Source: an optimization exercise on an open RTL-to-GDS flow (aim: small area, a short achievable clock period and few clock cycles per item). Production flows keep margins and buffers that such runs may drop.
In this exercise RTL edits were held to simulation tests only and were not proved equivalent to the original.

==> flow/design.v <==
module fa_padd #(parameter W = 8)
  (input [W-1:0] x, input [W-1:0] y, input ci, output [W-1:0] s, output co);
   wire [W-1:0] p0 = x ^ y;
   reg  [W-1:0] g, p;
   integer      l, i;
   always @* begin
      g = x & y;
      p = p0;
      g[0] = g[0] | (p[0] & ci);
      for (l = 1; (1 << (l - 1)) < W; l = l + 1)
        for (i = (1 << l) - 1; i < W; i = i + (1 << l)) begin
           g[i] = g[i] | (p[i] & g[i - (1 << (l - 1))]);
           p[i] = p[i] & p[i - (1 << (l - 1))];
        end
      for (l = 8; l > 0; l = l - 1)
        if ((1 << l) <= 2 * W)
          for (i = (1 << l) + (1 << (l - 1)) - 1; i < W; i = i + (1 << l)) begin
             g[i] = g[i] | (p[i] & g[i - (1 << (l - 1))]);
             p[i] = p[i] & p[i - (1 << (l - 1))];
          end
   end
   assign s  = p0 ^ {g[W-2:0], ci};
   assign co = g[W-1];
endmodule
module float_add_module
  (
   input         clk,
   input         rstn,
   input  [31:0] a,
   input  [31:0] b,
   output [31:0] result,
   input         start_sig,
   output [3:0]  done_sig
   );
   wire        sa = a[31];
   wire        sb = b[31];
   wire [7:0]  ea = a[30:23];
   wire [7:0]  eb = b[30:23];
   wire [22:0] fa = a[22:0];
   wire [22:0] fb = b[22:0];
   wire [7:0]  dab, dba;
   wire        cab, cba;
   fa_padd #(8) u_dab (.x(ea), .y(~eb), .ci(1'b1), .s(dab), .co(cab));
   fa_padd #(8) u_dba (.x(eb), .y(~ea), .ci(1'b1), .s(dba), .co(cba));
   wire        swe  = ~cab;                 
   wire        eeq  = cab & cba;            
   wire [7:0]  d    = swe ? dba : dab;
   wire        swap = swe | (eeq & (fa < fb));
   wire        sx = swap ? sb : sa;
   wire        sy = swap ? sa : sb;
   wire [22:0] fx = swap ? fb : fa;
   wire [22:0] fy = swap ? fa : fb;
   wire [7:0]  ex = swe ? eb : ea;
   wire [23:0] sigy = {1'b1, fy};
   wire        dbig = |d[7:5];
   wire [25:0] s0 = {sigy, 2'b00};
   wire [25:0] s1 = d[0] ? {1'b0,  s0[25:1]}  : s0;
   wire [25:0] s2 = d[1] ? {2'b0,  s1[25:2]}  : s1;
   wire [25:0] s3 = d[2] ? {4'b0,  s2[25:4]}  : s2;
   wire [25:0] s4 = d[3] ? {8'b0,  s3[25:8]}  : s3;
   wire [25:0] s5 = d[4] ? {16'b0, s4[25:16]} : s4;
   wire [25:0] yw = dbig ? 26'd0 : s5;
   wire [4:0]  dm2   = d[4:0] - 5'd2;
   wire [22:0] smask = (d[4:0] < 5'd3) ? 23'd0 : ~(23'h7fffff << dm2);
   wire [22:0] sfy   = fy & smask & {21'h1fffff, ~(d[4:0] == 5'd25), ~(d[4:0] >= 5'd24)};
   wire        dlo   = (d[7:5] == 3'd0) & (d[4:0] <= 5'd25);
   wire        dmid  = ~dlo & (d <= 8'd46);
   wire        sticky = dmid | (dlo & |sfy);
   wire        quirk = sy & (d >= 8'd47);
   wire        op = sx ^ sy;
   wire        opy = op & ~quirk;
   wire [26:0] xw = {2'b01, fx, 2'b00} ^ {27{quirk}};
   wire [26:0] yv = {1'b0, yw} ^ {27{opy}};
   wire [26:0] m;
   wire        mco;
   fa_padd #(27) u_add (.x(xw), .y(yv), .ci((opy & ~sticky) | quirk), .s(m), .co(mco));
   reg  [26:0] rm;
   reg  [7:0]  rex;
   reg         rs;
   reg         busy;
   always @(posedge clk) begin
      rm  <= m;
      rex <= ex;
      rs  <= sx ^ quirk;
   end
   always @(posedge clk)
     if (!rstn)
       busy <= 1'b0;
     else
       busy <= start_sig & ~busy;
   wire [31:0] mz  = {rm, 5'b11111};
   wire        z16 = ~|mz[31:16];
   wire [15:0] q16 = z16 ? mz[15:0] : mz[31:16];
   wire        z8  = ~|q16[15:8];
   wire [7:0]  q8  = z8 ? q16[7:0] : q16[15:8];
   wire        z4  = ~|q8[7:4];
   wire [3:0]  q4  = z4 ? q8[3:0] : q8[7:4];
   wire        z2  = ~|q4[3:2];
   wire [1:0]  q2  = z2 ? q4[1:0] : q4[3:2];
   wire        z1  = ~q2[1];
   wire [4:0]  lz  = {z16, z8, z4, z2, z1};
   wire [26:0] n4 = z16 ? {rm[10:0], 16'd0} : rm;
   wire [26:0] n3 = z8  ? {n4[18:0], 8'd0} : n4;
   wire [26:0] n2 = z4  ? {n3[22:0], 4'd0} : n3;
   wire [26:0] n1 = z2  ? {n2[24:0], 2'd0} : n2;
   wire [26:0] n0 = z1  ? {n1[25:0], 1'b0} : n1;
   wire [8:0]  eq1   = {1'b0, rex} + 9'd1;
   wire        mzero = ~|rm[26:2];          
   wire [9:0]  en;
   wire        enc;
   fa_padd #(10) u_en (.x({1'b0, eq1}), .y(~{5'd0, lz}), .ci(1'b1), .s(en), .co(enc));  
   wire [22:0] frac;
   wire        fco;
   fa_padd #(23) u_rnd (.x(n0[25:3]), .y(23'd0), .ci(n0[2]), .s(frac), .co(fco));
   wire over  = ~mzero & (en[9:8] == 2'b01);
   wire under = ~mzero & (en[9:8] == 2'b11);
   wire zero  = mzero;
   assign result   = (over | under | zero) ? 32'h3F800000 : {rs, en[7:0], frac};
   assign done_sig = {over, under, zero, busy};
endmodule
Settings: LEC_CHECK=0, ABC_AREA=1, CAP_MARGIN=20, CORE_MARGIN=2, CORE_UTILIZATION=60, PLACE_DENSITY=0.75, SETUP_SLACK_MARGIN=3.5, SLEW_MARGIN=20; clock period 10.0 ns.
standard.sh (not shown) runs the stock make flow with config.mk's settings and CLKGATE_MAP_FILE= SYNTH_SCRIPT=/design/flow/synth_recipe.tcl, a recipe that flattens the netlist after the stock synthesis.
==> flow/flow/run.sh <==
#!/bin/bash
# The standard layout (the standard.sh), with two changes:
#  * ADDER_MAP_FILE is empty, so synthesis does not extract full and half
#    adder cells; ABC maps the adders' prefix networks as ordinary logic
#  * the port buffers are plain buffers (sky130_fd_sc_hd__buf_2) instead of
#    the delay cells buffer_ports picks by default
# All of make's output goes to flow_make.log here; ORFS keeps its own
# per-step logs under orfs/logs.
set -euo pipefail
cd "$(dirname "$0")/.."
bash standard.sh "ADDER_MAP_FILE=" \
  "BUFFER_PORTS_ARGS=-buffer_cell sky130_fd_sc_hd__buf_2" finish > flow_make.log 2>&1
The first run completed with no timing, DRC or antenna violations.
Testbench counts at the start, summed over its fixed seeds: cycles 4,096, items 2,048.
Change:
Settings changed: CORE_UTILIZATION 60 to 40, GPL_ROUTABILITY_DRIVEN from default to 0, GPL_TIMING_DRIVEN from default to 1, PLACE_DENSITY 0.75 to default.
=> Die area rose by 48%. Clock skew does not change. Utilization went down by 22 points.

[re-timing with driven ports]
Ports are ideal in the flow. The routed layouts listed here were re-timed in OpenROAD.
Step 1 assumes that a clkbuf_16 drives the clock port and a buf_2 every other input.
Step 2 also shifts input and output timing later by t, the mid clock arrival at the registers, as if the neighbouring blocks saw the same clock.
Slacks: ideal ports / drivers / drivers and shift; pairs: ideal ports / drivers.
run | t, ns | slack for setup (ns) | slew at the worst register clock pin (ns) | worst slew at a driven data input, ns
the first run | 0.322 | 3.698 / 3.657 / 3.575 | 0.06 / 0.06 | 0.03
the second run | 0.310 | 3.693 / 3.657 / 3.705 | 0.05 / 0.05 | 0.04
After both steps every run listed still meets setup and hold. The setup slack of the first run, which loses most, moves by -0.041 ns with the drivers and by -0.123 ns with both steps.
